This is an optimization exercise on Yosys and OpenROAD, whose aim is small area and a short achievable clock period, not a production implementation. Function was checked by simulation only, so behaviour that the tests miss may differ from the original. Power figures rest on the tool's default switching activity, not on a simulated workload.

==> flow/design.v <==
module pe (
  input  logic            clk,
  input  logic            rst_n,
  input  logic [7:0]      a,       
  input  logic [9:0]      t,       
  input  logic [3:0][2:0] s,       
  output logic [15:0]     psum_out
);
  logic [15:0] acc, nxt;
  logic kc6, knxt6, kc10, knxt10, kc13, knxt13;
  logic [15:0] kv;
  assign kv = {1'b0, 1'b0, kc13, 1'b0, 1'b0, kc10, 1'b0, 1'b0, 1'b0, kc6, 1'b0, 1'b0, 1'b0, 1'b0, 1'b0, 1'b0};
  assign psum_out = acc + kv;
  logic ppn_1;
  aoi22 u_ppn_1 (.a(s[0][0]), .b(a[0]), .c(s[0][2]), .d(t[0]), .y(ppn_1));
  logic ppn_2;
  aoi222 u_ppn_2 (.a(s[0][0]), .b(a[1]), .c(s[0][1]), .d(a[0]), .e(s[0][2]), .f(t[1]), .y(ppn_2));
  logic ppn_3;
  aoi222 u_ppn_3 (.a(s[0][0]), .b(a[2]), .c(s[0][1]), .d(a[1]), .e(s[0][2]), .f(t[2]), .y(ppn_3));
  logic ppn_4;
  aoi222 u_ppn_4 (.a(s[0][0]), .b(a[3]), .c(s[0][1]), .d(a[2]), .e(s[0][2]), .f(t[3]), .y(ppn_4));
  logic ppn_5;
  aoi222 u_ppn_5 (.a(s[0][0]), .b(a[4]), .c(s[0][1]), .d(a[3]), .e(s[0][2]), .f(t[4]), .y(ppn_5));
  logic ppn_6;
  aoi222 u_ppn_6 (.a(s[0][0]), .b(a[5]), .c(s[0][1]), .d(a[4]), .e(s[0][2]), .f(t[5]), .y(ppn_6));
  logic ppn_7;
  aoi222 u_ppn_7 (.a(s[0][0]), .b(a[6]), .c(s[0][1]), .d(a[5]), .e(s[0][2]), .f(t[6]), .y(ppn_7));
  logic ppn_8;
  aoi222 u_ppn_8 (.a(s[0][0]), .b(a[7]), .c(s[0][1]), .d(a[6]), .e(s[0][2]), .f(t[7]), .y(ppn_8));
  logic ppn_9;
  aoi22 u_ppn_9 (.a(s[0][1]), .b(a[7]), .c(s[0][2]), .d(t[8]), .y(ppn_9));
  logic ppn_10;
  nd2 u_ppn_10 (.a(s[0][2]), .b(t[9]), .y(ppn_10));
  logic ppn_11;
  aoi22 u_ppn_11 (.a(s[1][0]), .b(a[0]), .c(s[1][2]), .d(t[0]), .y(ppn_11));
  logic ppn_12;
  aoi222 u_ppn_12 (.a(s[1][0]), .b(a[1]), .c(s[1][1]), .d(a[0]), .e(s[1][2]), .f(t[1]), .y(ppn_12));
  logic ppn_13;
  aoi222 u_ppn_13 (.a(s[1][0]), .b(a[2]), .c(s[1][1]), .d(a[1]), .e(s[1][2]), .f(t[2]), .y(ppn_13));
  logic ppn_14;
  aoi222 u_ppn_14 (.a(s[1][0]), .b(a[3]), .c(s[1][1]), .d(a[2]), .e(s[1][2]), .f(t[3]), .y(ppn_14));
  logic ppn_15;
  aoi222 u_ppn_15 (.a(s[1][0]), .b(a[4]), .c(s[1][1]), .d(a[3]), .e(s[1][2]), .f(t[4]), .y(ppn_15));
  logic ppn_16;
  aoi222 u_ppn_16 (.a(s[1][0]), .b(a[5]), .c(s[1][1]), .d(a[4]), .e(s[1][2]), .f(t[5]), .y(ppn_16));
  logic ppn_17;
  aoi222 u_ppn_17 (.a(s[1][0]), .b(a[6]), .c(s[1][1]), .d(a[5]), .e(s[1][2]), .f(t[6]), .y(ppn_17));
  logic ppn_18;
  aoi222 u_ppn_18 (.a(s[1][0]), .b(a[7]), .c(s[1][1]), .d(a[6]), .e(s[1][2]), .f(t[7]), .y(ppn_18));
  logic ppn_19;
  aoi22 u_ppn_19 (.a(s[1][1]), .b(a[7]), .c(s[1][2]), .d(t[8]), .y(ppn_19));
  logic ppn_20;
  nd2 u_ppn_20 (.a(s[1][2]), .b(t[9]), .y(ppn_20));
  logic ppn_21;
  aoi22 u_ppn_21 (.a(s[2][0]), .b(a[0]), .c(s[2][2]), .d(t[0]), .y(ppn_21));
  logic ppn_22;
  aoi222 u_ppn_22 (.a(s[2][0]), .b(a[1]), .c(s[2][1]), .d(a[0]), .e(s[2][2]), .f(t[1]), .y(ppn_22));
  logic ppn_23;
  aoi222 u_ppn_23 (.a(s[2][0]), .b(a[2]), .c(s[2][1]), .d(a[1]), .e(s[2][2]), .f(t[2]), .y(ppn_23));
  logic ppn_24;
  aoi222 u_ppn_24 (.a(s[2][0]), .b(a[3]), .c(s[2][1]), .d(a[2]), .e(s[2][2]), .f(t[3]), .y(ppn_24));
  logic ppn_25;
  aoi222 u_ppn_25 (.a(s[2][0]), .b(a[4]), .c(s[2][1]), .d(a[3]), .e(s[2][2]), .f(t[4]), .y(ppn_25));
  logic ppn_26;
  aoi222 u_ppn_26 (.a(s[2][0]), .b(a[5]), .c(s[2][1]), .d(a[4]), .e(s[2][2]), .f(t[5]), .y(ppn_26));
  logic ppn_27;
  aoi222 u_ppn_27 (.a(s[2][0]), .b(a[6]), .c(s[2][1]), .d(a[5]), .e(s[2][2]), .f(t[6]), .y(ppn_27));
  logic ppn_28;
  aoi222 u_ppn_28 (.a(s[2][0]), .b(a[7]), .c(s[2][1]), .d(a[6]), .e(s[2][2]), .f(t[7]), .y(ppn_28));
  logic ppn_29;
  aoi22 u_ppn_29 (.a(s[2][1]), .b(a[7]), .c(s[2][2]), .d(t[8]), .y(ppn_29));
  logic ppn_30;
  nd2 u_ppn_30 (.a(s[2][2]), .b(t[9]), .y(ppn_30));
  logic ppn_31;
  aoi22 u_ppn_31 (.a(s[3][0]), .b(a[0]), .c(s[3][2]), .d(t[0]), .y(ppn_31));
  logic ppn_32;
  aoi222 u_ppn_32 (.a(s[3][0]), .b(a[1]), .c(s[3][1]), .d(a[0]), .e(s[3][2]), .f(t[1]), .y(ppn_32));
  logic ppn_33;
  aoi222 u_ppn_33 (.a(s[3][0]), .b(a[2]), .c(s[3][1]), .d(a[1]), .e(s[3][2]), .f(t[2]), .y(ppn_33));
  logic ppn_34;
  aoi222 u_ppn_34 (.a(s[3][0]), .b(a[3]), .c(s[3][1]), .d(a[2]), .e(s[3][2]), .f(t[3]), .y(ppn_34));
  logic ppn_35;
  aoi222 u_ppn_35 (.a(s[3][0]), .b(a[4]), .c(s[3][1]), .d(a[3]), .e(s[3][2]), .f(t[4]), .y(ppn_35));
  logic ppn_36;
  aoi222 u_ppn_36 (.a(s[3][0]), .b(a[5]), .c(s[3][1]), .d(a[4]), .e(s[3][2]), .f(t[5]), .y(ppn_36));
  logic ppn_37;
  aoi222 u_ppn_37 (.a(s[3][0]), .b(a[6]), .c(s[3][1]), .d(a[5]), .e(s[3][2]), .f(t[6]), .y(ppn_37));
  logic ppn_38;
  aoi222 u_ppn_38 (.a(s[3][0]), .b(a[7]), .c(s[3][1]), .d(a[6]), .e(s[3][2]), .f(t[7]), .y(ppn_38));
  logic ppn_39;
  aoi22 u_ppn_39 (.a(s[3][1]), .b(a[7]), .c(s[3][2]), .d(t[8]), .y(ppn_39));
  logic ppn_40;
  nd2 u_ppn_40 (.a(s[3][2]), .b(t[9]), .y(ppn_40));
  logic accn_41;
  inv1 u_accn_41 (.a(acc[0]), .y(accn_41));
  logic accn_42;
  inv1 u_accn_42 (.a(acc[1]), .y(accn_42));
  logic accn_43;
  inv1 u_accn_43 (.a(acc[2]), .y(accn_43));
  logic accn_44;
  inv1 u_accn_44 (.a(acc[3]), .y(accn_44));
  logic accn_45;
  inv1 u_accn_45 (.a(acc[4]), .y(accn_45));
  logic accn_46;
  inv1 u_accn_46 (.a(acc[5]), .y(accn_46));
  logic accn_47;
  inv1 u_accn_47 (.a(acc[6]), .y(accn_47));
  logic accn_48;
  inv1 u_accn_48 (.a(acc[7]), .y(accn_48));
  logic accn_49;
  inv1 u_accn_49 (.a(acc[8]), .y(accn_49));
  logic accn_50;
  inv1 u_accn_50 (.a(acc[9]), .y(accn_50));
  logic accn_51;
  inv1 u_accn_51 (.a(acc[10]), .y(accn_51));
  logic accn_52;
  inv1 u_accn_52 (.a(acc[11]), .y(accn_52));
  logic accn_53;
  inv1 u_accn_53 (.a(acc[12]), .y(accn_53));
  logic accn_54;
  inv1 u_accn_54 (.a(acc[13]), .y(accn_54));
  logic accn_55;
  inv1 u_accn_55 (.a(acc[14]), .y(accn_55));
  logic accn_56;
  inv1 u_accn_56 (.a(acc[15]), .y(accn_56));
  logic kcn_57;
  inv1 u_kcn_57 (.a(kc6), .y(kcn_57));
  logic kcn_58;
  inv1 u_kcn_58 (.a(kc10), .y(kcn_58));
  logic kcn_59;
  inv1 u_kcn_59 (.a(kc13), .y(kcn_59));
  logic hs_60, hc_60;
  xn2 u_hs60 (.a(accn_43), .b(ppn_11), .y(hs_60));
  or2 u_hc60 (.a(accn_43), .b(ppn_11), .y(hc_60));
  logic fs_61, fc_61;
  fa u_f61 (.a(accn_44), .b(ppn_12), .ci(ppn_4), .s(fs_61), .co(fc_61));
  logic fs_62, fc_62;
  fa u_f62 (.a(accn_45), .b(ppn_13), .ci(ppn_21), .s(fs_62), .co(fc_62));
  logic hs_63, hc_63;
  xn2 u_hs63 (.a(ppn_5), .b(fc_61), .y(hs_63));
  or2 u_hc63 (.a(ppn_5), .b(fc_61), .y(hc_63));
  logic fs_64, fc_64;
  fa u_f64 (.a(accn_46), .b(ppn_14), .ci(ppn_22), .s(fs_64), .co(fc_64));
  logic fs_65, fc_65;
  fa u_f65 (.a(ppn_6), .b(fc_62), .ci(fs_64), .s(fs_65), .co(fc_65));
  logic fs_66, fc_66;
  fa u_f66 (.a(accn_47), .b(kcn_57), .ci(ppn_15), .s(fs_66), .co(fc_66));
  logic fs_67, fc_67;
  fa u_f67 (.a(ppn_23), .b(ppn_31), .ci(ppn_7), .s(fs_67), .co(fc_67));
  logic fs_68, fc_68;
  fa u_f68 (.a(fc_64), .b(fs_66), .ci(fs_67), .s(fs_68), .co(fc_68));
  logic fs_69, fc_69;
  fa u_f69 (.a(accn_48), .b(ppn_16), .ci(ppn_24), .s(fs_69), .co(fc_69));
  logic fs_70, fc_70;
  fa u_f70 (.a(ppn_32), .b(ppn_8), .ci(fc_66), .s(fs_70), .co(fc_70));
  logic fs_71, fc_71;
  fa u_f71 (.a(fc_67), .b(fs_69), .ci(fs_70), .s(fs_71), .co(fc_71));
  logic fs_72, fc_72;
  fa u_f72 (.a(accn_49), .b(ppn_17), .ci(ppn_25), .s(fs_72), .co(fc_72));
  logic fs_73, fc_73;
  fa u_f73 (.a(ppn_33), .b(ppn_9), .ci(fc_69), .s(fs_73), .co(fc_73));
  logic fs_74, fc_74;
  fa u_f74 (.a(fs_72), .b(fc_70), .ci(fs_73), .s(fs_74), .co(fc_74));
  logic fs_75, fc_75;
  fa u_f75 (.a(accn_50), .b(ppn_10), .ci(ppn_18), .s(fs_75), .co(fc_75));
  logic fs_76, fc_76;
  fa u_f76 (.a(ppn_26), .b(ppn_34), .ci(fc_72), .s(fs_76), .co(fc_76));
  logic fs_77, fc_77;
  fa u_f77 (.a(fs_75), .b(fc_73), .ci(fs_76), .s(fs_77), .co(fc_77));
  logic fs_78, fc_78;
  fa u_f78 (.a(accn_51), .b(kcn_58), .ci(ppn_19), .s(fs_78), .co(fc_78));
  logic fs_79, fc_79;
  fa u_f79 (.a(ppn_27), .b(ppn_35), .ci(fc_75), .s(fs_79), .co(fc_79));
  logic fs_80, fc_80;
  fa u_f80 (.a(fs_78), .b(fc_76), .ci(fs_79), .s(fs_80), .co(fc_80));
  logic fs_81, fc_81;
  fa u_f81 (.a(accn_52), .b(ppn_20), .ci(ppn_28), .s(fs_81), .co(fc_81));
  logic fs_82, fc_82;
  fa u_f82 (.a(ppn_36), .b(fc_78), .ci(fs_81), .s(fs_82), .co(fc_82));
  logic hs_83, hc_83;
  xn2 u_hs83 (.a(fc_79), .b(fs_82), .y(hs_83));
  or2 u_hc83 (.a(fc_79), .b(fs_82), .y(hc_83));
  logic fs_84, fc_84;
  fa u_f84 (.a(accn_53), .b(ppn_29), .ci(ppn_37), .s(fs_84), .co(fc_84));
  logic fs_85, fc_85;
  fa u_f85 (.a(fc_81), .b(fs_84), .ci(fc_82), .s(fs_85), .co(fc_85));
  logic fs_86, fc_86;
  fa u_f86 (.a(accn_54), .b(kcn_59), .ci(ppn_30), .s(fs_86), .co(fc_86));
  logic fs_87, fc_87;
  fa u_f87 (.a(ppn_38), .b(fc_84), .ci(fs_86), .s(fs_87), .co(fc_87));
  logic fs_88, fc_88;
  fa u_f88 (.a(accn_55), .b(ppn_39), .ci(fc_86), .s(fs_88), .co(fc_88));
  logic fs_89, fc_89;
  fa u_f89 (.a(accn_56), .b(ppn_40), .ci(fc_88), .s(fs_89), .co(fc_89));   
  logic g_90;
  nr2 u_g_90 (.a(accn_41), .b(ppn_1), .y(g_90));
  logic g_91;
  nr2 u_g_91 (.a(accn_42), .b(ppn_2), .y(g_91));
  logic g_92;
  nr2 u_g_92 (.a(ppn_3), .b(hs_60), .y(g_92));
  logic g_93;
  nr2 u_g_93 (.a(hc_60), .b(fs_61), .y(g_93));
  logic g_94;
  nr2 u_g_94 (.a(fs_62), .b(hs_63), .y(g_94));
  logic g_95;
  nr2 u_g_95 (.a(hc_63), .b(fs_65), .y(g_95));
  logic g_96;
  nr2 u_g_96 (.a(fc_65), .b(fs_68), .y(g_96));
  logic g_97;
  nr2 u_g_97 (.a(fc_68), .b(fs_71), .y(g_97));
  logic g_98;
  nr2 u_g_98 (.a(fc_71), .b(fs_74), .y(g_98));
  logic g_99;
  nr2 u_g_99 (.a(fc_74), .b(fs_77), .y(g_99));
  logic g_100;
  nr2 u_g_100 (.a(fc_77), .b(fs_80), .y(g_100));
  logic g_101;
  nr2 u_g_101 (.a(hs_83), .b(fc_80), .y(g_101));
  logic g_102;
  nr2 u_g_102 (.a(hc_83), .b(fs_85), .y(g_102));
  logic g_103;
  nr2 u_g_103 (.a(fs_87), .b(fc_85), .y(g_103));
  logic g_104;
  nr2 u_g_104 (.a(fc_87), .b(fs_88), .y(g_104));
  logic t_105;
  nd2 u_t_105 (.a(accn_41), .b(ppn_1), .y(t_105));
  logic t_106;
  nd2 u_t_106 (.a(accn_42), .b(ppn_2), .y(t_106));
  logic t_107;
  nd2 u_t_107 (.a(ppn_3), .b(hs_60), .y(t_107));
  logic t_108;
  nd2 u_t_108 (.a(hc_60), .b(fs_61), .y(t_108));
  logic t_109;
  nd2 u_t_109 (.a(fs_62), .b(hs_63), .y(t_109));
  logic t_110;
  nd2 u_t_110 (.a(hc_63), .b(fs_65), .y(t_110));
  logic t_111;
  nd2 u_t_111 (.a(fc_65), .b(fs_68), .y(t_111));
  logic t_112;
  nd2 u_t_112 (.a(fc_68), .b(fs_71), .y(t_112));
  logic t_113;
  nd2 u_t_113 (.a(fc_71), .b(fs_74), .y(t_113));
  logic t_114;
  nd2 u_t_114 (.a(fc_74), .b(fs_77), .y(t_114));
  logic t_115;
  nd2 u_t_115 (.a(fc_77), .b(fs_80), .y(t_115));
  logic t_116;
  nd2 u_t_116 (.a(hs_83), .b(fc_80), .y(t_116));
  logic t_117;
  nd2 u_t_117 (.a(hc_83), .b(fs_85), .y(t_117));
  logic t_118;
  nd2 u_t_118 (.a(fs_87), .b(fc_85), .y(t_118));
  logic t_119;
  nd2 u_t_119 (.a(fc_87), .b(fs_88), .y(t_119));
  logic p_120;
  x2 u_p_120 (.a(accn_41), .b(ppn_1), .y(p_120));
  logic p_121;
  x2 u_p_121 (.a(accn_42), .b(ppn_2), .y(p_121));
  logic p_122;
  x2 u_p_122 (.a(ppn_3), .b(hs_60), .y(p_122));
  logic p_123;
  x2 u_p_123 (.a(hc_60), .b(fs_61), .y(p_123));
  logic p_124;
  x2 u_p_124 (.a(fs_62), .b(hs_63), .y(p_124));
  logic p_125;
  x2 u_p_125 (.a(hc_63), .b(fs_65), .y(p_125));
  logic p_126;
  x2 u_p_126 (.a(fc_65), .b(fs_68), .y(p_126));
  logic p_127;
  x2 u_p_127 (.a(fc_68), .b(fs_71), .y(p_127));
  logic p_128;
  x2 u_p_128 (.a(fc_71), .b(fs_74), .y(p_128));
  logic p_129;
  x2 u_p_129 (.a(fc_74), .b(fs_77), .y(p_129));
  logic p_130;
  x2 u_p_130 (.a(fc_77), .b(fs_80), .y(p_130));
  logic p_131;
  x2 u_p_131 (.a(hs_83), .b(fc_80), .y(p_131));
  logic p_132;
  x2 u_p_132 (.a(hc_83), .b(fs_85), .y(p_132));
  logic p_133;
  x2 u_p_133 (.a(fs_87), .b(fc_85), .y(p_133));
  logic p_134;
  x2 u_p_134 (.a(fc_87), .b(fs_88), .y(p_134));
  logic G_135;
  aoi21 u_G_135 (.a(t_106), .b(g_90), .c(g_91), .y(G_135));
  logic T_136;
  nd2 u_T_136 (.a(t_106), .b(t_105), .y(T_136));
  logic G_137;
  aoi21 u_G_137 (.a(t_108), .b(g_92), .c(g_93), .y(G_137));
  logic T_138;
  nd2 u_T_138 (.a(t_108), .b(t_107), .y(T_138));
  logic G_139;
  aoi21 u_G_139 (.a(t_110), .b(g_94), .c(g_95), .y(G_139));
  logic T_140;
  nd2 u_T_140 (.a(t_110), .b(t_109), .y(T_140));
  logic G_141;
  oai21 u_G_141 (.a(T_138), .b(G_135), .c(G_137), .y(G_141));
  logic T_142;
  nr2 u_T_142 (.a(T_138), .b(T_136), .y(T_142));
  logic Gi_143;
  inv1 u_Gi_143 (.a(G_141), .y(Gi_143));
  logic Ti_144;
  inv1 u_Ti_144 (.a(T_142), .y(Ti_144));
  logic G_145;
  oai21 u_G_145 (.a(T_140), .b(Gi_143), .c(G_139), .y(G_145));
  logic T_146;
  nr2 u_T_146 (.a(T_140), .b(Ti_144), .y(T_146));
  logic Gi_147;
  inv1 u_Gi_147 (.a(G_135), .y(Gi_147));
  logic Ti_148;
  inv1 u_Ti_148 (.a(T_136), .y(Ti_148));
  logic G_149;
  aoi21 u_G_149 (.a(t_107), .b(Gi_147), .c(g_92), .y(G_149));
  logic T_150;
  nd2 u_T_150 (.a(t_107), .b(Ti_148), .y(T_150));
  logic G_151;
  aoi21 u_G_151 (.a(t_109), .b(G_141), .c(g_94), .y(G_151));
  logic T_152;
  nd2 u_T_152 (.a(t_109), .b(T_142), .y(T_152));
  logic sum_153;
  x2 u_sum_153 (.a(p_121), .b(g_90), .y(sum_153));
  logic sum_154;
  xn2 u_sum_154 (.a(p_122), .b(G_135), .y(sum_154));
  logic sum_155;
  xn2 u_sum_155 (.a(p_123), .b(G_149), .y(sum_155));
  logic sum_156;
  x2 u_sum_156 (.a(p_124), .b(G_141), .y(sum_156));
  logic sum_157;
  xn2 u_sum_157 (.a(p_125), .b(G_151), .y(sum_157));
  logic G_158;
  aoi21 u_G_158 (.a(t_112), .b(g_96), .c(g_97), .y(G_158));
  logic T_159;
  nd2 u_T_159 (.a(t_112), .b(t_111), .y(T_159));
  logic G_160;
  aoi21 u_G_160 (.a(t_114), .b(g_98), .c(g_99), .y(G_160));
  logic T_161;
  nd2 u_T_161 (.a(t_114), .b(t_113), .y(T_161));
  logic G_162;
  oai21 u_G_162 (.a(T_161), .b(G_158), .c(G_160), .y(G_162));
  logic T_163;
  nr2 u_T_163 (.a(T_161), .b(T_159), .y(T_163));
  logic Gi_164;
  inv1 u_Gi_164 (.a(G_158), .y(Gi_164));
  logic Ti_165;
  inv1 u_Ti_165 (.a(T_159), .y(Ti_165));
  logic G_166;
  aoi21 u_G_166 (.a(t_113), .b(Gi_164), .c(g_98), .y(G_166));
  logic T_167;
  nd2 u_T_167 (.a(t_113), .b(Ti_165), .y(T_167));
  logic sum_168;
  x2 u_sum_168 (.a(p_127), .b(g_96), .y(sum_168));
  logic sum_169;
  xn2 u_sum_169 (.a(p_128), .b(G_158), .y(sum_169));
  logic sum_170;
  xn2 u_sum_170 (.a(p_129), .b(G_166), .y(sum_170));
  logic G_171;
  aoi21 u_G_171 (.a(t_116), .b(g_100), .c(g_101), .y(G_171));
  logic T_172;
  nd2 u_T_172 (.a(t_116), .b(t_115), .y(T_172));
  logic Gi_173;
  inv1 u_Gi_173 (.a(G_171), .y(Gi_173));
  logic Ti_174;
  inv1 u_Ti_174 (.a(T_172), .y(Ti_174));
  logic G_175;
  aoi21 u_G_175 (.a(t_117), .b(Gi_173), .c(g_102), .y(G_175));
  logic T_176;
  nd2 u_T_176 (.a(t_117), .b(Ti_174), .y(T_176));
  logic sum_177;
  x2 u_sum_177 (.a(p_131), .b(g_100), .y(sum_177));
  logic sum_178;
  xn2 u_sum_178 (.a(p_132), .b(G_171), .y(sum_178));
  logic ko_179;
  inv1 u_ko_179 (.a(G_175), .y(ko_179));
  logic G_180;
  aoi21 u_G_180 (.a(t_119), .b(g_103), .c(g_104), .y(G_180));
  logic T_181;
  nd2 u_T_181 (.a(t_119), .b(t_118), .y(T_181));
  logic sum_182;
  x2 u_sum_182 (.a(p_134), .b(g_103), .y(sum_182));
  logic sum_183;
  x2 u_sum_183 (.a(fs_89), .b(G_180), .y(sum_183));
  assign nxt = {sum_183,sum_182,p_133,sum_178,sum_177,p_130,sum_170,sum_169,sum_168,p_126,sum_157,sum_156,sum_155,sum_154,sum_153,p_120};
  assign knxt6 = G_145;
  assign knxt10 = G_162;
  assign knxt13 = ko_179;
  always_ff @(posedge clk or negedge rst_n) begin
    if (!rst_n) acc <= 16'd0;
    else        acc <= nxt;
  end
  always_ff @(posedge clk or negedge rst_n) begin
    if (!rst_n) kc6 <= 1'b0;
    else        kc6 <= knxt6;
  end
  always_ff @(posedge clk or negedge rst_n) begin
    if (!rst_n) kc10 <= 1'b0;
    else        kc10 <= knxt10;
  end
  always_ff @(posedge clk or negedge rst_n) begin
    if (!rst_n) kc13 <= 1'b0;
    else        kc13 <= knxt13;
  end
endmodule
module fa (input logic a, b, ci, output logic s, co);
  assign s  = a ^ b ^ ci;
  assign co = (a & b) | (a & ci) | (b & ci);
endmodule
module or2 (input logic a, b, output logic y);
  assign y = a | b;
endmodule
module x2 (input logic a, b, output logic y);
  assign y = a ^ b;
endmodule
module xn2 (input logic a, b, output logic y);
  assign y = ~(a ^ b);
endmodule
module nd2 (input logic a, b, output logic y);
  assign y = ~(a & b);
endmodule
module nr2 (input logic a, b, output logic y);
  assign y = ~(a | b);
endmodule
module inv1 (input logic a, output logic y);
  assign y = ~a;
endmodule
module aoi21 (input logic a, b, c, output logic y);
  assign y = ~((a & b) | c);
endmodule
module oai21 (input logic a, b, c, output logic y);
  assign y = ~((a | b) & c);
endmodule
module aoi22 (input logic a, b, c, d, output logic y);
  assign y = ~((a & b) | (c & d));
endmodule
module aoi222 (input logic a, b, c, d, e, f, output logic y);
  assign y = ~((a & b) | (c & d) | (e & f));
endmodule
module systolic_array_4x4 #(
  parameter DATA_W = 8,
  parameter ACC_W  = 16,
  parameter N      = 4
)(
  input  logic                   clk,
  input  logic                   rst_n,
  input  logic [N*DATA_W-1:0]    a_in,     
  input  logic [N*DATA_W-1:0]    w_in,     
  output logic [N*N*ACC_W-1:0]   result    
);
  logic [N-1:0][7:0]      a_q;
  logic [N-1:0][9:0]      t_q;
  logic [N-1:0][3:0][2:0] s_q;
  logic [N-1:0][7:0]      a_v, w_v;
  logic [N-1:0][9:0]      t_d;
  logic [N-1:0][3:0][2:0] s_d;
  genvar gi, gj, gr;
  for (gi = 0; gi < N; gi++) begin : OPD
    assign a_v[gi] = a_in[gi*DATA_W +: DATA_W];
    assign w_v[gi] = w_in[gi*DATA_W +: DATA_W];
    assign t_d[gi] = {2'b00, a_v[gi]} + {1'b0, a_v[gi], 1'b0};
    for (gr = 0; gr < 4; gr++) begin : DIG
      assign s_d[gi][gr][0] =  w_v[gi][2*gr] & ~w_v[gi][2*gr+1];
      assign s_d[gi][gr][1] = ~w_v[gi][2*gr] &  w_v[gi][2*gr+1];
      assign s_d[gi][gr][2] =  w_v[gi][2*gr] &  w_v[gi][2*gr+1];
    end
  end
  always_ff @(posedge clk or negedge rst_n) begin
    if (!rst_n) begin
      a_q <= '0;
      t_q <= '0;
      s_q <= '0;
    end else begin
      a_q <= a_v;
      t_q <= t_d;
      s_q <= s_d;
    end
  end
  for (gi = 0; gi < N; gi++) begin : ROW
    for (gj = 0; gj < N; gj++) begin : COL
      pe u_pe (
        .clk(clk), .rst_n(rst_n),
        .a(a_q[gi]), .t(t_q[gi]), .s(s_q[gj]),
        .psum_out(result[(gi*N+gj)*ACC_W +: ACC_W])
      );
    end
  end
endmodule
==> flow/flow/run.sh <==
#!/bin/bash
# Layout flow: the standard ORFS flow (standard.sh, unchanged synthesis),
# with the port buffers that global placement inserts made from the small
# sky130_fd_sc_hd__buf_1 instead of ORFS's default choice. Every input and
# output port still gets its own buffer; timing repair may resize them later.
set -euo pipefail
export BUFFER_PORTS_ARGS="-buffer_cell sky130_fd_sc_hd__buf_1"
bash standard.sh finish > standard_flow.log 2>&1
==> flow/standard.sh <==
#!/bin/bash
# synth_recipe.tcl (not shown) runs the flow's synth.tcl, then flattens the netlist and writes it again
# the make line also repeats each setting of config.mk as NAME=value (left out here)
make -C /OpenROAD-flow-scripts/flow DESIGN_CONFIG=/design/flow/config.mk WORK_HOME=/design/flow/orfs CLKGATE_MAP_FILE= SYNTH_SCRIPT=/design/flow/synth_recipe.tcl "${@:-finish}"
==> flow/config.mk <==
export PLATFORM = sky130hd
export DESIGN_NAME = systolic_array_4x4
export DESIGN_NICKNAME = systolic_array_4x4
export VERILOG_FILES = /design/flow/design.v
export SDC_FILE = /design/flow/constraint.sdc
export NUM_CORES = 4
export LEC_CHECK = 0
export CAP_MARGIN = 20
export CORE_MARGIN = 2
export CORE_UTILIZATION = 40
export SLEW_MARGIN = 20
export SYNTH_HIERARCHICAL = 1
==> flow/constraint.sdc <==
create_clock -name core_clock -period 5.2 [get_ports {clk}]
set_input_delay 1.0400 -clock core_clock [delete_from_list [all_inputs] [get_ports {clk}]]
set_output_delay 1.0400 -clock core_clock [all_outputs]
set_load 0.01 [all_outputs]
==> flow_summary.yaml, run 1 <==
floorplan:
  initial_core_util_pct: 40.3
  io_pins: 322
  die_h_um: 324
  num_rows: 117
  core-area_um2: 102000
  die_area_um2: 105000
  chipWidth_um: 324
power_and_ir_drop:
  switching_share_pct: 49.0
  max-vdd-ir-drop_uv: 302
  p_switching_mw: 16.7
  seq_power_share_pct: 20.8
  intPower_mw: 17.4
  clock_power_share_pct: 12.0
  leakagePower_nw: 18.4
  power_density_nw_per_um2: 740
  combPwrFrac_pct: 67.2
synth:
  synth-seq-cells: 420
  synth_nets: 4496
  yosysWarnings: 8
  synth_area_um2: 41000
  synthDistinctLibCells: 39
  postSynthAreaPerCell_um2: 10.5
  synth_cells: 3894
  ys_seq_area_share_pct: 25.6
global_route:
  grt_pass1_wl_um: 210000
  grt_max_degree: 118
  overflow: 0
  grt_usage_pct: 26.1
  grt_pass1_vias: 35200
  antenna_found_initial: 0
cells_and_area:
  seq_area_um2: 10500
  multi_input_area_um2: 28200
  fin_nets: 4881
  final_layout_size_suffix_gt1_share_pct: 13.2
  design_area_um2: 46000
  area_growth_pct: 12.1
  fillers: 9708
cts:
  cts_resized: 0
  clock_path_buffers: 3
  postCtsSetupBuffers: 0
  cts_inserted_buffers: 53
  cts_root_buf: "clkbuf_16"
  cts_hold_buf: 0
  htreeDepth: 2
  cts_tree: "done"
  clock_latency_ps: 650
  clk_pin_slew_worst_paths_ps: 60
  clock-sinks: 420
timing:
  maxSlewHeadroom_pct: 18.7
  tightestPinTransition_ps: 1220
  finalHoldViolations: 0
  clock.fmax_ghz: 0.271
  fin_crit_ps: 3690
  fin_ws_ps: 1510
  drv_slew: 0
  tns_ps: 0
  rsz0062_at_grt: "false"
  skew_ps: 39.6
  setup_viol: 0
  post-route-period-util_pct: 70.9
critical_path:
  worstPathArrival_ps: 4230
  end_kind: "flop"
  crit_chain: "buf_4 -> a222oi_1 -> fa_1 -> fa_1 -> fa_1 -> nand2_1 -> a21oi_2 -> inv_1 -> a21oi_2 -> xnor2_1"
  crit_path_max_incr_delay_ps: 920
  worstReg2RegStart: "s_q[4]"
  reg2reg_depth: 10
  start_kind: "flop"
  path_class: "flop to flop"
  rrSetupSlack_ps: 1510
  crit_fanout: 17
  cp_common_cell: "fa_1"
  cpMaxStageDelayCell: "dfrtp_1"
  cp_data_required_time_ps: 5740
  reg2reg_to: "ROW[2].COL[0].u_pe.acc[9]"
drt:
  drtAntennaViolNets: 0
  drtIter0Drc: 5652
  vias: 34000
  finalWirelength_um: 138000
  vias_per_cell: 5.98
  first_pass_iters: 15
  wl_per_cell_um: 24.3
  drc: 0
placement:
  placed_cell_area_um2: 44100
  post-place-ws_ps: 1630
  dp.final_hpwl_um: 94800
  io_buffers: 321
  place_congestion: 0.870
outcome:
  status: "timing/DRC/antenna clean"
job:
  max_cap_violations: 0
worst_hold_path:
  hold_path.class: "input port to asynchronous set/reset pin"
## final cells by class
type	count	area share, %
inverter	416	3.39
sequential	420	22.9
multi-input combinational	2962	61.4
timing repair buffer	426	4.48
tap	1368	3.72
antenna	1	0.00544
clock buffer	72	3.28
clock inverter	27	0.822
## worst max-delay path by stage
stage | from | to | slack (ps)
2_1_floorplan | t_q[0] | ROW[0].COL[0].u_pe.acc[9] | 1850
3_3_place_gp | s_q[4] | ROW[2].COL[0].u_pe.acc[9] | 1630
3_5_place_dp | s_q[4] | ROW[2].COL[0].u_pe.acc[9] | 1630
4_1_cts | s_q[4] | ROW[2].COL[0].u_pe.acc[9] | 1580
5_1_grt | s_q[4] | ROW[2].COL[0].u_pe.acc[9] | 1450
6_report | s_q[4] | ROW[2].COL[0].u_pe.acc[9] | 1510
## kinds of logic (layout without fill, tap and decap cells)
| group | Yosys count | in the layout | synth area share [%] |
|---|---|---|---|
| flip-flops | 420 | 420 | 25.6 |
| AO/OA/AOI/OAI | 968 | 968 | 22.2 |
| XOR/XNOR | 609 | 609 | 13.0 |
| AND/OR/NAND/NOR | 849 | 849 | 9.31 |
| buffers and inverters | 512 | 941 | 5.56 |
| other | 0 | 1 | 0 |
| adder cells (fa/ha/maj) | 536 | 536 | 24.3 |
## per-module statistics from Yosys (local to each module, per instance), excerpt
module              cells inside  cell area [µm²]  flops+latches
aoi21                          1             8.76              0
fa                             1             20.0              0
nr2                            1             3.75              0
oai21                          1             5.00              0
or2                            1             6.26              0
pe                            56              751             19
systolic_array_4x4           326             4570            116
## metal layers
layer / global-route usage (%) / share of wire [%] / vias to the layer above
li1: - / - / 14900
met1: 34.0 / 39 / 16900
met2: 41.2 / 45 / 2000
met3: 7.99 / 12 / 277
met4: 8.76 / 3.6 / 0
met5: 0 / 0 / -
## critical path: cells and delay by family (launching register included)
family	cells	cell delay, ps
buf+inv	2	500
simple gates	1	90
xor+xnor	1	130
compound gates	3	470
fa+ha+maj	3	1470
flops	1	920
## registers in the layout (all words and copies together), names as in the netlist
signal	flops
ROW.COL.u_pe.acc	256
s_q	48
t_q	40
a_q	28
ROW.COL.u_pe.kc10	16
ROW.COL.u_pe.kc13	16
ROW.COL.u_pe.kc6	16
## power by group through the flow
stage                     Sequential (mW)  Combinational [mW]  Clock [mW]
after detailed placement             7.05                22.9           0
after global placement               7.05                22.3           0
final                                7.09                22.9        4.09
after CTS                            7.02                23.1        4.18
after global routing                 7.22                25.8        4.30
after floorplan                      6.16                18.7           0
## cell usage after synthesis
cell type	n	share of area, %
a2111oi_2	3	0.11
a21o_1	26	0.48
a21oi_1	10	0.12
a21oi_2	201	4.3
a222oi_1	448	11
a22oi_2	128	3.9
a311o_1	5	0.12
a311oi_1	1	0.021
a31oi_1	36	0.55
a41oi_1	16	0.34
and2_1	16	0.24
and3_1	16	0.24
and3_4	16	0.44
and4_1	1	0.021
buf_4	96	1.8
dfrtp_1	420	26
fa_1	436	21
ha_1	100	3.0
inv_1	414	3.8
inv_2	2	0.018
nand2_1	325	3.0
nand3_1	69	0.84
nand3_2	3	0.073
nand3b_1	16	0.29
nand4_1	1	0.015
nor2_1	275	2.5
nor2b_1	36	0.55
nor3_1	19	0.23
nor3b_1	4	0.073
nor4_1	3	0.046
o211ai_1	16	0.29
o21ai_0	19	0.23
o21ai_1	51	0.62
o21bai_1	5	0.092
o311a_1	3	0.073
or2_1	48	0.73
or4_1	1	0.018
xnor2_1	231	4.9
xor2_1	378	8.1
## metrics by stage
| step | hold slack [ps] | utilization, % | power [mW] | std cells |
|---|---|---|---|---|
| 5_1_grt | 502 | 45.2 | 37.3 | 5691 |
| 3_5_place_dp | 548 | 43.3 | 29.9 | 5592 |
| 6_report | 468 | 45.2 | 34.0 | 5692 |
| 3_3_place_gp | 538 | 43.3 | 29.4 | 5592 |
| 2_1_floorplan | 525 | - | 24.9 | 3894 |
| 4_1_cts | 456 | 45.2 | 34.2 | 5691 |
## cell usage in the layout, fill, tap and decap left out, types with 7 or more instances in the layout
cell type  synthesis  layout
a21oi_2          201     201
dfrtp_1          420     396
inv_1            414     414
o21ai_0           19      19
buf_4             96     100
bufinv_16          0       9
nor2_1           275     275
buf_1              0     320
o211ai_1          16      16
or2_1             48      48
xnor2_1          231     231
a21o_1            26      26
nor3_1            19      19
xor2_1           378     378
fa_1             436     436
o21ai_1           51      51
nand3b_1          16      16
and3_4            16      16
clkbuf_16          0      55
dfrtp_2            0      24
a41oi_1           16      16
a22oi_2          128     128
and3_1            16      16
nand3_1           69      69
and2_1            16      16
ha_1             100     100
clkbuf_1           0      10
nor2b_1           36      36
nand2_1          325     325
clkbuf_8           0       7
a31oi_1           36      36
a21oi_1           10      10
a222oi_1         448     448
clkinv_2           0      12
==> run 2: changes to the inputs <==
==> flow/flow/run.sh (replaced) <==
#!/bin/bash
# Layout flow: the standard ORFS flow (standard.sh) with two settings
# passed to make:
#  - the port buffers that global placement inserts are the small
#    sky130_fd_sc_hd__buf_1 (every input and output port still gets its own
#    buffer; timing repair may resize it);
#  - ABC maps with a 1 fF load per output (ABC_LOAD_IN_FF) instead of 5 fF, so
#    the design's single-gate modules map to minimum-size cells; placement
#    and timing repair size up what needs it.
# The make output goes to standard_flow.log; ORFS keeps each step's log under
# orfs/logs.
set -euo pipefail
bash standard.sh "BUFFER_PORTS_ARGS=-buffer_cell sky130_fd_sc_hd__buf_1" \
  ABC_LOAD_IN_FF=1 finish > standard_flow.log 2>&1
--- a/flow/config.mk
+++ b/flow/config.mk
@@ -8,4 +8,7 @@
 export CAP_MARGIN = 20
+export CELL_PAD_IN_SITES_DETAIL_PLACEMENT = 1
+export CELL_PAD_IN_SITES_GLOBAL_PLACEMENT = 1
 export CORE_MARGIN = 2
 export CORE_UTILIZATION = 40
+export CTS_BUF_LIST = sky130_fd_sc_hd__clkbuf_8
 export SLEW_MARGIN = 20
==> flow_summary.yaml, run 2 <==
synth:
  postSynthAreaPerCell_um2: 10.2
  synth_fa_ha_area_share_pct: 25.2
  synth-seq-cells: 420
  async_flop_share_pct: 100
  synth_xor_area_share_pct: 13.4
  synth.most_common_cell: "a222oi_1"
  synthDistinctLibCells: 37
  synth_edf_count: 0
  synth.largest_area_cell: "dfrtp_1"
  netlist.area_leader.share_pct: 26.5
  synth_commonest_cells: "a222oi_1 (448), fa_1 (436), dfrtp_1 (420)"
  yosysWarnings: 8
  synth_ff_type: "dfrtp_1"
  synthMuxAreaShare_pct: 0
  ys_seq_area_share_pct: 26.5
  synth-simple-area-share_pct: 9.59
  synth_compound_area_share_pct: 19.6
  synth_nets: 4496
  synth_area_um2: 39700
  synth_top_family_by_area: "adder cells"
  synth_cells: 3894
  yosys-top-cells-area: "dfrtp_1 (26%), fa_1 (22%), a222oi_1 (11%)"
drt:
  first_pass_iters: 11
  drtIter0Drc: 5044
  drtAntennaViolNets: 0
  drc: 0
  wl_per_cell_um: 25.7
  vias: 34400
  finalWirelength_um: 146000
  vias_per_cell: 6.05
critical_path:
  worstReg2RegStart: "s_q[15]"
  crit_fanout: 18
  reg2reg_to: "ROW[0].COL[1].u_pe.acc[9]"
  start_kind: "flop"
  rrSetupSlack_ps: 1410
  reg2reg_depth: 10
  end_kind: "flop"
  cp_data_required_time_ps: 5860
  path_class: "flop to flop"
  worstPathArrival_ps: 4450
timing:
  skew_ps: 44.2
  drv_slew: 0
  finalHoldViolations: 0
  rsz0062_at_grt: "false"
  tns_ps: 0
  fin_crit_ps: 3790
  maxSlewHeadroom_pct: 23.9
  tightestPinTransition_ps: 1140
  post-route-period-util_pct: 72.8
  clock.fmax_ghz: 0.264
  setup_viol: 0
placement:
  place_congestion: 0.834
  dp.final_hpwl_um: 103000
  io_buffers: 321
cells_and_area:
  largest-register: "ROW.COL.u_pe.acc"
  final_common_cell: "a222oi_1"
  reg_top3: "ROW.COL.u_pe.acc: 256 flops, s_q: 48 flops, t_q: 40 flops"
  final_layout_size_suffix_gt1_share_pct: 7.29
  fin_nets: 4935
  largest_reg_flops: 256
  layout_common_cells: "a222oi_1 (448), inv_1 (437), fa_1 (436), dfrtp_1 (401), xor2_1 (378)"
  final_util_pct: 45.5
  area_growth_pct: 12.6
floorplan:
  io_pins: 322
  die_h_um: 319
  die_area_um2: 102000
  chipWidth_um: 319
  initial_core_util_pct: 40.4
  core-area_um2: 98300
  num_rows: 115
cts:
  postCtsSetupBuffers: 0
  clock_path_buffers: 3
  cts_tree: "done"
  cts_root_buf: "clkbuf_8"
  cts_inserted_buffers: 87
  clock-sinks: 420
  cts_resized: 0
  cts_hold_buf: 0
  clock_latency_ps: 740
  clk_pin_slew_worst_paths_ps: 70
  htreeDepth: 3
job:
  max_cap_violations: 0
outcome:
  status: "timing/DRC/antenna clean"
power_and_ir_drop:
  power_density_nw_per_um2: 740
  finalPower_mw: 33.1
  max-vdd-ir-drop_uv: 388
  leakagePower_nw: 18.4
global_route:
  antenna_found_initial: 2
  grt_pass1_vias: 37100
  grt_max_degree: 113
  grt_pass1_wl_um: 225000
  overflow: 0
  grt_usage_pct: 28.8
worst_hold_path:
  hold_path.class: "input port to asynchronous set/reset pin"
run 2: changes by cell type after synthesis, moves of 48 or more:
cell and delta:
or2_0 +48, or2_1 -48, a22oi_2 -128, a22oi_1 +128, a21oi_1 +185, a21oi_2 -185
run 2: layout make-up:
type                            count  area (µm²)
Clock inverter                     51         342
Timing Repair Buffer              446        2220
Fill cell                       11300       53600
Inverter                          416        1560
Multi-Input combinational cell   2962       26900
Sequential cell                   420       10500
Antenna cell                        2        5.00
Tap cell                         1287        1610
Clock buffer                      111        1530
run 2: how the worst max path moves through the flow:
stage | slack (ps) | depth (start not counted) | to | startpoint
6_report | 1410 | 10 | ROW[0].COL[1].u_pe.acc[9] | s_q[15]
5_1_grt | 1200 | 10 | ROW[0].COL[1].u_pe.acc[9] | s_q[15]
3_5_place_dp | 1450 | 10 | ROW[0].COL[1].u_pe.acc[9] | s_q[15]
3_3_place_gp | 1560 | 10 | ROW[0].COL[1].u_pe.acc[9] | s_q[15]
4_1_cts | 1460 | 10 | ROW[0].COL[1].u_pe.acc[9] | s_q[15]
2_1_floorplan | 2010 | 9 | ROW[0].COL[0].u_pe.acc[9] | s_q[5]
run 2: report_power, final:
part | switching (mW) | total, mW | internal, mW | leakage [nW]
sequential | 2.00 | 6.98 | 4.98 | 4.99
clock | 1.73 | 3.85 | 2.12 | 1.05
combinational | 12.7 | 22.2 | 9.59 | 12.4
total | 16.4 | 33.1 | 16.7 | 18.4
run 2: stage by stage:
step	hold slack, ps	instances	setup slack, ps	cell area, µm²
detailed placement	551	5531	1450	42800
global route	291	5694	1200	44700
CTS	242	5693	1460	44700
finish	308	5695	1410	44700
floorplan	525	3894	2010	39700
global placement	536	5531	1560	42800
run 2: kinds of logic after synthesis:
logic type               count (synthesis)
flip-flops                             420
buffers and inverters                  512
AND/OR/NAND/NOR                        849
adder cells (fa/ha/maj)                536
AO/OA/AOI/OAI                          968
XOR/XNOR                               609
run 2: critical path, stage by stage (launching register included):
cell and delay (ps):
dfrtp_1 980, buf_4 380, a222oi_1 160, fa_1 460, fa_1 470, fa_1 550
nand2_1 80, a21oi_1 280, inv_1 70, a21oi_1 160, xnor2_1 130
run 2: per-module statistics from Yosys, one instance, submodules excluded, excerpt:
| module | cells inside | flip-flops and latches | times used | area [µm²] |
|---|---|---|---|---|
| systolic_array_4x4 | 326 | 116 | 1 | 4520 |
| pe | 56 | 19 | 16 | 751 |
| fa | 1 | 0 | 432 | 20.0 |
| aoi222 | 1 | 0 | 448 | 10.0 |
| x2 | 1 | 0 | 336 | 8.76 |
| xn2 | 1 | 0 | 144 | 8.76 |
| aoi22 | 1 | 0 | 128 | 7.51 |
| or2 | 1 | 0 | 48 | 6.26 |
| aoi21 | 1 | 0 | 176 | 5.00 |
| inv1 | 1 | 0 | 384 | 3.75 |
| nd2 | 1 | 0 | 288 | 3.75 |
| nr2 | 1 | 0 | 240 | 3.75 |
run 2: routing by layer:
layer,GRT usage (%),share of wire [%]
met5,0,0
met4,8.54,2.5
met2,46.1,46
met3,6.02,9.4
met1,39.3,42
==> run 3: changes to the inputs <==
--- a/flow/config.mk
+++ b/flow/config.mk
@@ -8,7 +8,4 @@
 export CAP_MARGIN = 20
-export CELL_PAD_IN_SITES_DETAIL_PLACEMENT = 1
-export CELL_PAD_IN_SITES_GLOBAL_PLACEMENT = 1
 export CORE_MARGIN = 2
 export CORE_UTILIZATION = 40
-export CTS_BUF_LIST = sky130_fd_sc_hd__clkbuf_8
 export SLEW_MARGIN = 20
==> flow_summary.yaml, run 3 <==
cts:
  cts_resized: 0
  cts_inserted_buffers: 52
  cts_root_buf: "clkbuf_16"
  htreeDepth: 2
  clock_path_buffers: 3
  cts_hold_buf: 0
  postCtsSetupBuffers: 0
  clock-sinks: 420
  clock_latency_ps: 630
  cts_tree: "done"
  clk_pin_slew_worst_paths_ps: 60
floorplan:
  core-area_um2: 98300
  die_area_um2: 102000
  io_pins: 322
  chipWidth_um: 319
  die_h_um: 319
  num_rows: 115
  initial_core_util_pct: 40.4
synth:
  synth_cells: 3894
  yosys-top-cells-area: "dfrtp_1 (26%), fa_1 (22%), a222oi_1 (11%)"
  synth_commonest_cells: "a222oi_1 (448), fa_1 (436), dfrtp_1 (420)"
  synth-seq-cells: 420
  ys_seq_area_share_pct: 26.5
  synthDistinctLibCells: 37
  synth_ff_type: "dfrtp_1"
  netlist.area_leader.share_pct: 26.5
  synth.largest_area_cell: "dfrtp_1"
  synth_area_um2: 39700
  postSynthAreaPerCell_um2: 10.2
  yosysWarnings: 8
  synth_edf_count: 0
  synth_nets: 4496
  async_flop_share_pct: 100
  synth.most_common_cell: "a222oi_1"
placement:
  dp.final_hpwl_um: 93000
  placed_cell_area_um2: 42700
  place_inst: 5516
  place_congestion: 0.869
  io_buffers: 321
global_route:
  grt_pass1_vias: 34200
  antenna_found_initial: 8
  grt_pass1_wl_um: 203000
  grt_max_degree: 96
  overflow: 0
  grt_usage_pct: 25.6
cells_and_area:
  finish.cell_count_without_fillers: 5612
  largest-register: "ROW.COL.u_pe.acc"
  diodes: 0
  reg_top3: "ROW.COL.u_pe.acc: 256 flops, s_q: 48 flops, t_q: 40 flops"
  final_common_cell: "a222oi_1"
  design_area_um2: 44500
  layout_common_cells: "a222oi_1 (448), fa_1 (436), inv_1 (416), dfrtp_1 (404), xor2_1 (378)"
  largest_reg_flops: 256
  fin_nets: 4885
  area_growth_pct: 12.2
  fillers: 9378
  final_layout_size_suffix_gt1_share_pct: 5.64
drt:
  drc: 0
  first_pass_iters: 15
  drtAntennaViolNets: 0
  vias: 33700
  finalWirelength_um: 132000
  drtIter0Drc: 6467
  wl_per_cell_um: 23.6
  vias_per_cell: 6.01
critical_path:
  rrSetupSlack_ps: 1470
  end_kind: "flop"
  worstReg2RegStart: "s_q[4]"
  reg2reg_to: "ROW[2].COL[0].u_pe.acc[9]"
  reg2reg_depth: 10
  cpMaxStageDelayCell: "dfrtp_1"
  cp_common_cell: "fa_1"
  cp-startpoint: "s_q[4]"
  cp_data_required_time_ps: 5750
  crit_chain: "buf_4 -> a222oi_1 -> fa_1 -> fa_1 -> fa_1 -> nand2_1 -> a21oi_1 -> inv_1 -> a21oi_1 -> xnor2_1"
  path_class: "flop to flop"
  worstPathArrival_ps: 4280
  crit_path_max_incr_delay_ps: 910
  crit_fanout: 17
  start_kind: "flop"
worst_hold_path:
  hold_path.class: "input port to flop"
  whs_path_depth: 1
  min-delay-start: "a_in[16]"
  holdPathEnd: "t_q[20]"
power_and_ir_drop:
  seq_power_share_pct: 21.4
  combPwrFrac_pct: 66.5
  leakagePower_nw: 18.2
  power_density_nw_per_um2: 737
  p_switching_mw: 15.9
  max-vdd-ir-drop_uv: 304
  switching_share_pct: 48.5
  intPower_mw: 16.9
  clock_power_share_pct: 12.1
job:
  max_cap_violations: 0
timing:
  rsz0062_at_grt: "false"
  clock.fmax_ghz: 0.268
  post-route-period-util_pct: 71.7
  setup_viol: 0
  tightestPinTransition_ps: 1220
  finalHoldViolations: 0
  tns_ps: 0
  skew_ps: 19.9
  maxSlewHeadroom_pct: 18.6
  drv_slew: 0
  fin_crit_ps: 3730
outcome:
  status: "timing/DRC/antenna clean"
==> run 3: cell counts after synthesis <==
No cell type changed its count.
==> run 3: modules after synthesis (local to each module, per instance) <==
module | times used | area (µm²)
nd2 | 288 | 3.75
xn2 | 144 | 8.76
fa | 432 | 20.0
or2 | 48 | 6.26
x2 | 336 | 8.76
aoi22 | 128 | 7.51
nr2 | 240 | 3.75
systolic_array_4x4 | 1 | 4520
aoi21 | 176 | 5.00
aoi222 | 448 | 10.0
oai21 | 48 | 5.00
pe | 16 | 751
inv1 | 384 | 3.75
==> run 3: kinds of logic after synthesis <==
| logic type | synth area share [%] |
|---|---|
| DFF | 26.5 |
| AOI/OAI and AO/OA | 19.6 |
| adders and majority gates | 25.2 |
| buffers and inverters | 5.75 |
| and+or+nand+nor | 9.59 |
| xor gates and xnor gates | 13.4 |
==> run 3: power by group through the flow <==
stage	Clock [mW]	Sequential, mW	Combinational (mW)
global placement	0	7.00	21.4
detailed placement	0	6.99	21.8
global route	4.17	7.18	24.7
finish	3.97	7.02	21.8
CTS	4.04	6.97	22.0
floorplan	0	6.12	17.8
==> run 3: final cells by class <==
class / count / area, µm² / area share, %
clock buffers: 77 / 1520 / 3.41
clock inverters: 19 / 310 / 0.697
inverters: 416 / 1560 / 3.51
multi-input cells: 2962 / 26900 / 60.4
flip-flops and latches: 420 / 10500 / 23.7
well taps: 1287 / 1610 / 3.62
repair buffers: 431 / 2110 / 4.74
==> run 3: through the flow <==
stage          power [mW]  setup WS [ps]  hold WS [ps]  utilization [%]
2_1_floorplan        23.9           2010           525                -
3_3_place_gp         28.4           1650           537             43.4
3_5_place_dp         28.8           1590           547             43.4
4_1_cts              33.0           1580           508             45.3
5_1_grt              36.1           1340           528             45.3
6_report             32.8           1470           546             45.3
==> run 3: worst max-delay path by stage <==
stage / end / slack, ps / cells after the start
after floorplan: ROW[0].COL[0].u_pe.acc[9] / 2010 / 9
after global placement: ROW[0].COL[0].u_pe.acc[9] / 1650 / 10
after detailed placement: ROW[2].COL[0].u_pe.acc[9] / 1590 / 10
after CTS: ROW[2].COL[0].u_pe.acc[9] / 1580 / 10
after global routing: ROW[3].COL[1].u_pe.acc[9] / 1340 / 10
final: ROW[2].COL[0].u_pe.acc[9] / 1470 / 10
==> run 3: routing by layer <==
| metal | GRT usage, % | up-vias | routed length (µm) |
|---|---|---|---|
| met2 | 37.6 | 2133 | 56100 |
| met3 | 8.11 | 248 | 17100 |
| met5 | 0 | - | 105 |
| met4 | 8.18 | 16 | 4210 |
| li1 | - | 14900 | - |
| met1 | 35.9 | 16400 | 54700 |
==> run 3: critical path, delay by kind of cell (launching register included) <==
family | cells | cell delay [ps]
AO/OA/AOI/OAI | 3 | 570
XOR/XNOR | 1 | 130
adder cells (fa/ha/maj) | 3 | 1480
buffers and inverters | 2 | 490
flip-flops | 1 | 910
AND/OR/NAND/NOR | 1 | 60
==> run 4: changes to the inputs <==
--- a/flow/config.mk
+++ b/flow/config.mk
@@ -10,2 +10,3 @@
 export CORE_UTILIZATION = 40
+export SETUP_SLACK_MARGIN = 1.9
 export SLEW_MARGIN = 20
==> flow_summary.yaml, run 4 <==
global_route:
  overflow: 0
  grt_pass1_wl_um: 204000
  grt_usage_pct: 25.8
  grt_max_degree: 96
  grt_pass1_vias: 34400
  antenna_found_initial: 8
timing:
  rsz0062_at_grt: "true"
  tns_ps: 0
  clock.fmax_ghz: 0.299
  tightestPinTransition_ps: 889
  setup_viol: 0
  skew_ps: 22.4
  maxSlewHeadroom_pct: 40.7
  finalHoldViolations: 0
  post-route-period-util_pct: 64.3
  drv_slew: 0
  fin_crit_ps: 3340
floorplan:
  io_pins: 322
  initial_core_util_pct: 40.4
  core-area_um2: 98300
  chipWidth_um: 319
  die_h_um: 319
  num_rows: 115
  die_area_um2: 102000
critical_path:
  start_kind: "flop"
  worstPathArrival_ps: 2300
  cp_data_required_time_ps: 4160
  reg2reg_depth: 10
  worstReg2RegStart: "s_q[17]"
  end_kind: "primary output"
  path_class: "flop to primary output"
  reg2reg_to: "ROW[2].COL[1].u_pe.acc[9]"
  crit_fanout: 3
  rrSetupSlack_ps: 1990
drt:
  finalWirelength_um: 138000
  vias: 34300
  drc: 0
  drtAntennaViolNets: 0
  first_pass_iters: 15
  vias_per_cell: 6.05
  drtIter0Drc: 6608
  wl_per_cell_um: 24.3
worst_hold_path:
  min-delay-start: "a_in[16]"
  whs_path_depth: 1
  holdPathEnd: "t_q[20]"
  hold_path.class: "input port to flop"
synth:
  synth.most_common_cell: "a222oi_1"
  synth_area_um2: 39700
  yosys-top-cells-area: "dfrtp_1 (26%), fa_1 (22%), a222oi_1 (11%)"
  netlist.area_leader.share_pct: 26.5
  yosysWarnings: 8
  synth_edf_count: 0
  synth_cells: 3894
  synth_ff_type: "dfrtp_1"
  ys_seq_area_share_pct: 26.5
  synth_commonest_cells: "a222oi_1 (448), fa_1 (436), dfrtp_1 (420)"
  synth-seq-cells: 420
  synth_nets: 4496
  synthDistinctLibCells: 37
  synth.largest_area_cell: "dfrtp_1"
  postSynthAreaPerCell_um2: 10.2
  async_flop_share_pct: 100
job:
  max_cap_violations: 0
placement:
  io_buffers: 321
  place_congestion: 0.869
  dp.final_hpwl_um: 93000
  place_inst: 5516
cells_and_area:
  diodes: 0
  area_growth_pct: 15.8
  final_common_cell: "a222oi_1"
  finish.cell_count_without_fillers: 5659
  largest-register: "ROW.COL.u_pe.acc"
  layout_common_cells: "a222oi_1 (448), fa_1 (430), inv_1 (416), xor2_1 (375), dfrtp_1 (343)"
  final_layout_size_suffix_gt1_share_pct: 11.2
  reg_top3: "ROW.COL.u_pe.acc: 256 flops, s_q: 48 flops, t_q: 40 flops"
  final_util_pct: 46.8
  fin_nets: 4932
  largest_reg_flops: 256
cts:
  cts_tree: "done"
  clock-sinks: 420
  clock_latency_ps: 640
  clock_path_buffers: 3
  htreeDepth: 2
  cts_root_buf: "clkbuf_16"
  cts_inserted_buffers: 52
  clk_pin_slew_worst_paths_ps: 60
power_and_ir_drop:
  finalPower_mw: 33.9
  power_density_nw_per_um2: 737
  max-vdd-ir-drop_uv: 305
  leakagePower_nw: 18.6
outcome:
  status: "timing/DRC/antenna clean"
==> run 4: cell counts after synthesis <==
No cell type changed its count.
==> run 4: cells by family (layout without fill, tap and decap cells) <==
kind of cell,count (synthesis),in the layout,share of synthesized area [%]
flops,420,420,26.5
simple gates,849,849,9.59
xor+xnor,609,609,13.4
compound gates,968,968,19.6
fa+ha+maj,536,536,25.2
buf+inv,512,990,5.75
==> run 4: critical path, stage by stage (launching register included) <==
cell	delay, ps
dfrtp_2	450
ha_4	290
and3_4	210
nand3_2	90
o211ai_1	400
buf_2	220
==> run 4: cell type report <==
class / instances / area, µm²
Inverter: 416 / 1560
Clock buffer: 77 / 1520
Fill cell: 9232 / 52300
Sequential cell: 420 / 10700
Timing Repair Buffer: 478 / 2730
Clock inverter: 19 / 310
Multi-Input combinational cell: 2962 / 27500
Tap cell: 1287 / 1610
==> run 4: worst max-delay path by stage <==
stage / start / end / slack, ps / cells after the start
2_1_floorplan: s_q[5] / ROW[0].COL[0].u_pe.acc[9] / 2010 / 9
3_3_place_gp: s_q[4] / ROW[0].COL[0].u_pe.acc[9] / 1650 / 10
3_5_place_dp: s_q[4] / ROW[2].COL[0].u_pe.acc[9] / 1590 / 10
4_1_cts: ROW[3].COL[1].u_pe.kc10 / result[221] / 1870 / 6
5_1_grt: ROW[2].COL[3].u_pe.kc13 / result[191] / 1820 / 5
6_report: ROW[3].COL[1].u_pe.kc10 / result[223] / 1860 / 5
==> run 4: through the flow <==
stage	area [µm²]	setup slack (ps)	hold slack, ps
floorplan	39700	2010	525
global placement	42700	1650	537
detailed placement	42700	1590	547
CTS	44900	1870	508
global route	45900	1820	528
finish	45900	1860	541
==> run 4: power by group <==
| group | internal, mW | total [mW] | switching, mW | leakage (nW) |
|---|---|---|---|---|
| combinational | 10.1 | 22.8 | 12.6 | 12.8 |
| clock | 2.41 | 3.98 | 1.58 | 0.888 |
| sequential | 5.00 | 7.12 | 2.12 | 4.92 |
==> run 4: Yosys stat by module (local to each module, per instance) <==
module | times used | cells | cell area, µm²
aoi21 | 176 | 1 | 5.00
nr2 | 240 | 1 | 3.75
nd2 | 288 | 1 | 3.75
or2 | 48 | 1 | 6.26
systolic_array_4x4 | 1 | 326 | 4520
inv1 | 384 | 1 | 3.75
oai21 | 48 | 1 | 5.00
aoi222 | 448 | 1 | 10.0
aoi22 | 128 | 1 | 7.51
xn2 | 144 | 1 | 8.76
pe | 16 | 56 | 751
fa | 432 | 1 | 20.0
x2 | 336 | 1 | 8.76
==> run 4: repair_timing <==
action / in CTS / in global routing
pin swaps: 12 / 49
resized for setup: 98 / 157
hold buffers: 0 / 0
setup endpoints to repair: 82 / 100
setup buffers: 7 / 40
==> run 4: layer usage <==
layer / wire length (µm) / GRT usage (%) / vias up
met1: 55500 / 36.0 / 16700
met3: 18800 / 8.34 / 307
li1: - / - / 15000
met5: 103 / 0 / -
met4: 5070 / 8.85 / 16
met2: 58200 / 37.7 / 2256
==> run 5: changes to the inputs <==
--- a/flow/config.mk
+++ b/flow/config.mk
@@ -10,3 +10,3 @@
 export CORE_UTILIZATION = 40
-export SETUP_SLACK_MARGIN = 1.9
+export SETUP_SLACK_MARGIN = 1.7
 export SLEW_MARGIN = 20
==> flow_summary.yaml, run 5 <==
outcome:
  status: "timing/DRC/antenna clean"
power_and_ir_drop:
  max-vdd-ir-drop_uv: 299
  leakagePower_nw: 18.2
  power_density_nw_per_um2: 737
  clock_power_share_pct: 12.1
  combPwrFrac_pct: 66.5
  switching_share_pct: 48.5
  intPower_mw: 16.9
  seq_power_share_pct: 21.4
  p_switching_mw: 15.9
floorplan:
  die_area_um2: 102000
  die_h_um: 319
  initial_core_util_pct: 40.4
  num_rows: 115
  core-area_um2: 98300
  chipWidth_um: 319
  io_pins: 322
cells_and_area:
  area_growth_pct: 12.5
  layout_common_cells: "a222oi_1 (448), fa_1 (436), inv_1 (416), xor2_1 (377), dfrtp_1 (371)"
  fin_nets: 4886
  largest-register: "ROW.COL.u_pe.acc"
  reg_top3: "ROW.COL.u_pe.acc: 256 flops, s_q: 48 flops, t_q: 40 flops"
  diodes: 0
  final_layout_size_suffix_gt1_share_pct: 6.54
  multi_input_area_um2: 26900
  seq_area_um2: 10600
  final_common_cell: "a222oi_1"
  fillers: 9360
  largest_reg_flops: 256
critical_path:
  path_class: "flop to primary output"
  cp_data_required_time_ps: 4160
  crit_fanout: 4
  start_kind: "flop"
  end_kind: "primary output"
  worstPathArrival_ps: 2380
cts:
  clock-sinks: 420
  clk_pin_slew_worst_paths_ps: 60
  cts_tree: "done"
  htreeDepth: 2
  clock_latency_ps: 630
  cts_inserted_buffers: 52
  cts_root_buf: "clkbuf_16"
  clock_path_buffers: 3
synth:
  synth.largest_area_cell: "dfrtp_1"
  synth_edf_count: 0
  synth_commonest_cells: "a222oi_1 (448), fa_1 (436), dfrtp_1 (420)"
  synth_ff_type: "dfrtp_1"
  synth.most_common_cell: "a222oi_1"
  synth_nets: 4496
  synth_area_um2: 39700
  yosys-top-cells-area: "dfrtp_1 (26%), fa_1 (22%), a222oi_1 (11%)"
  synthDistinctLibCells: 37
  postSynthAreaPerCell_um2: 10.2
  yosysWarnings: 8
  synth-seq-cells: 420
  async_flop_share_pct: 100
  ys_seq_area_share_pct: 26.5
  synth_cells: 3894
  netlist.area_leader.share_pct: 26.5
global_route:
  grt_pass1_vias: 34200
  grt_pass1_wl_um: 203000
  antenna_found_initial: 8
  grt_usage_pct: 25.6
  grt_max_degree: 96
  overflow: 0
timing:
  post-route-period-util_pct: 65.7
  tns_ps: 0
  rsz0062_at_grt: "true"
  finalHoldViolations: 0
  tightestPinTransition_ps: 1130
  drv_slew: 0
  clock.fmax_ghz: 0.293
  maxSlewHeadroom_pct: 24.4
  skew_ps: 17.6
  fin_crit_ps: 3420
  setup_viol: 0
  whs_ps: 546
drt:
  first_pass_iters: 17
  vias: 33700
  finalWirelength_um: 133000
  drtIter0Drc: 6346
  vias_per_cell: 6.01
  drtAntennaViolNets: 0
  drc: 0
  wl_per_cell_um: 23.7
worst_hold_path:
  hold_path.class: "input port to flop"
placement:
  place_congestion: 0.869
  dp.final_hpwl_um: 93000
  io_buffers: 321
job:
  max_cap_violations: 0
## run 5: cell count changes in the layout (fill, tap and decap cells not counted), sizes merged
cell and change:
buf -32, clkbuf -14
## run 5: what timing repair did
action	4_1_cts	5_1_grt
buffers inserted	0	1
endpoints found under the setup margin	4	44
resized for setup	3	48
pin swaps	0	3
hold buffers	0	0
## run 5: cell families (layout without fill, tap and decap cells)
| kind of cell | Yosys count | in the layout | synth area share [%] |
|---|---|---|---|
| AOI/OAI and AO/OA | 968 | 968 | 19.6 |
| xor gates and xnor gates | 609 | 609 | 13.4 |
| adders and majority gates | 536 | 536 | 25.2 |
| buffers and inverters | 512 | 944 | 5.75 |
| DFF | 420 | 420 | 26.5 |
| and+or+nand+nor | 849 | 849 | 9.59 |
## run 5: Yosys stat by module, one instance, submodules excluded
module              copies in the design  cell area [µm²]
nr2                                  240             3.75
inv1                                 384             3.75
pe                                    16              751
fa                                   432             20.0
x2                                   336             8.76
aoi21                                176             5.00
xn2                                  144             8.76
oai21                                 48             5.00
aoi22                                128             7.51
systolic_array_4x4                     1             4520
nd2                                  288             3.75
or2                                   48             6.26
aoi222                               448             10.0
## run 5: layout make-up
| type | count | area share (%) |
|---|---|---|
| flip-flops and latches | 420 | 23.7 |
| well taps | 1287 | 3.61 |
| inverters | 416 | 3.50 |
| multi-input cells | 2962 | 60.3 |
| repair buffers | 432 | 4.78 |
| clock buffers | 77 | 3.40 |
| clock inverters | 19 | 0.695 |
## run 5: critical path, stage by stage (launching register included)
cell and delay [ps]:
dfrtp_1 400, ha_1 330, ha_1 270, a21o_1 160, nand2_1 80, xnor2_1 320
buf_1 190
## run 5: worst paths after layout
path | end | cells after the start | startpoint | slack [ps]
max | result[220] | 6 | ROW[3].COL[1].u_pe.acc[6] | 1780
max in group asynchronous | t_q[30] | 2 | rst_n | 3510
min | t_q[20] | 1 | a_in[16] | 550
max reg2reg | ROW[1].COL[2].u_pe.acc[9] | 10 | s_q[27] | 1830
min in group asynchronous | ROW[2].COL[2].u_pe.acc[2] | 1 | rst_n | 560
min reg2reg | ROW[0].COL[0].u_pe.acc[0] | 2 | ROW[0].COL[0].u_pe.acc[0] | 550
## run 5: metal layers
| layer | vias to the layer above | GRT usage, % | wire, µm |
|---|---|---|---|
| met2 | 2105 | 37.6 | 56400 |
| met1 | 16500 | 35.9 | 54600 |
| met5 | - | 0 | 105 |
| li1 | 14900 | - | - |
| met4 | 16 | 8.18 | 4200 |
| met3 | 247 | 8.11 | 17400 |
## run 5: power by group through the flow
stage / sequential (mW) / clock, mW / combinational, mW
detailed placement: 6.99 / 0 / 21.8
finish: 7.03 / 3.98 / 21.9
global placement: 7.00 / 0 / 21.4
floorplan: 6.12 / 0 / 17.8
global route: 7.19 / 4.17 / 24.7
CTS: 6.97 / 4.04 / 22.0
## run 5: stage by stage
| stage | total power, mW | area [µm²] | setup WS [ps] | utilization (%) | instances |
|---|---|---|---|---|---|
| detailed placement | 28.8 | 42700 | 1590 | 43.4 | 5516 |
| global placement | 28.4 | 42700 | 1650 | 43.4 | 5516 |
| finish | 32.9 | 44600 | 1780 | 45.4 | 5613 |
| CTS | 33.0 | 44500 | 1710 | 45.3 | 5612 |
| global route | 36.1 | 44600 | 1630 | 45.4 | 5613 |
| floorplan | 23.9 | 39700 | 2010 | - | 3894 |

==> port drivers added, routing unchanged <==
The results above use ideal ports. As a check the final layouts listed here were re-extracted and re-timed, cells and wires unchanged. Step 1: set_driving_cell puts a clkbuf_16 on clk and a buf_2 on each other input, an assumption about the parent block. Step 2 times the ports against the registers' clock, not the clock port: input delays grow and output delays shrink by t, the midpoint of the rising clock arrivals with the driver on. Slacks: no drivers / after step 1 / after step 2; pairs: no drivers / after step 1.
run	shift t [ns]	setup WS [ns]	worst setup path at the end	worst register clock-pin slew, ns	pins driven straight from the clock port
run 1	0.696	1.512 / 1.512 / 1.512	register to register	0.06 / 0.06	1
run 2	0.789	1.412 / 1.412 / 1.412	register to register	0.07 / 0.07	1
run 3	0.693	1.470 / 1.470 / 1.470	register to register	0.06 / 0.06	1
run 4	0.697	1.856 / 1.787 / 1.985	register to register	0.06 / 0.06	1
run 5	0.693	1.784 / 1.716 / 1.829	register to register	0.06 / 0.06	1
After both steps setup and hold are still met in every run listed.
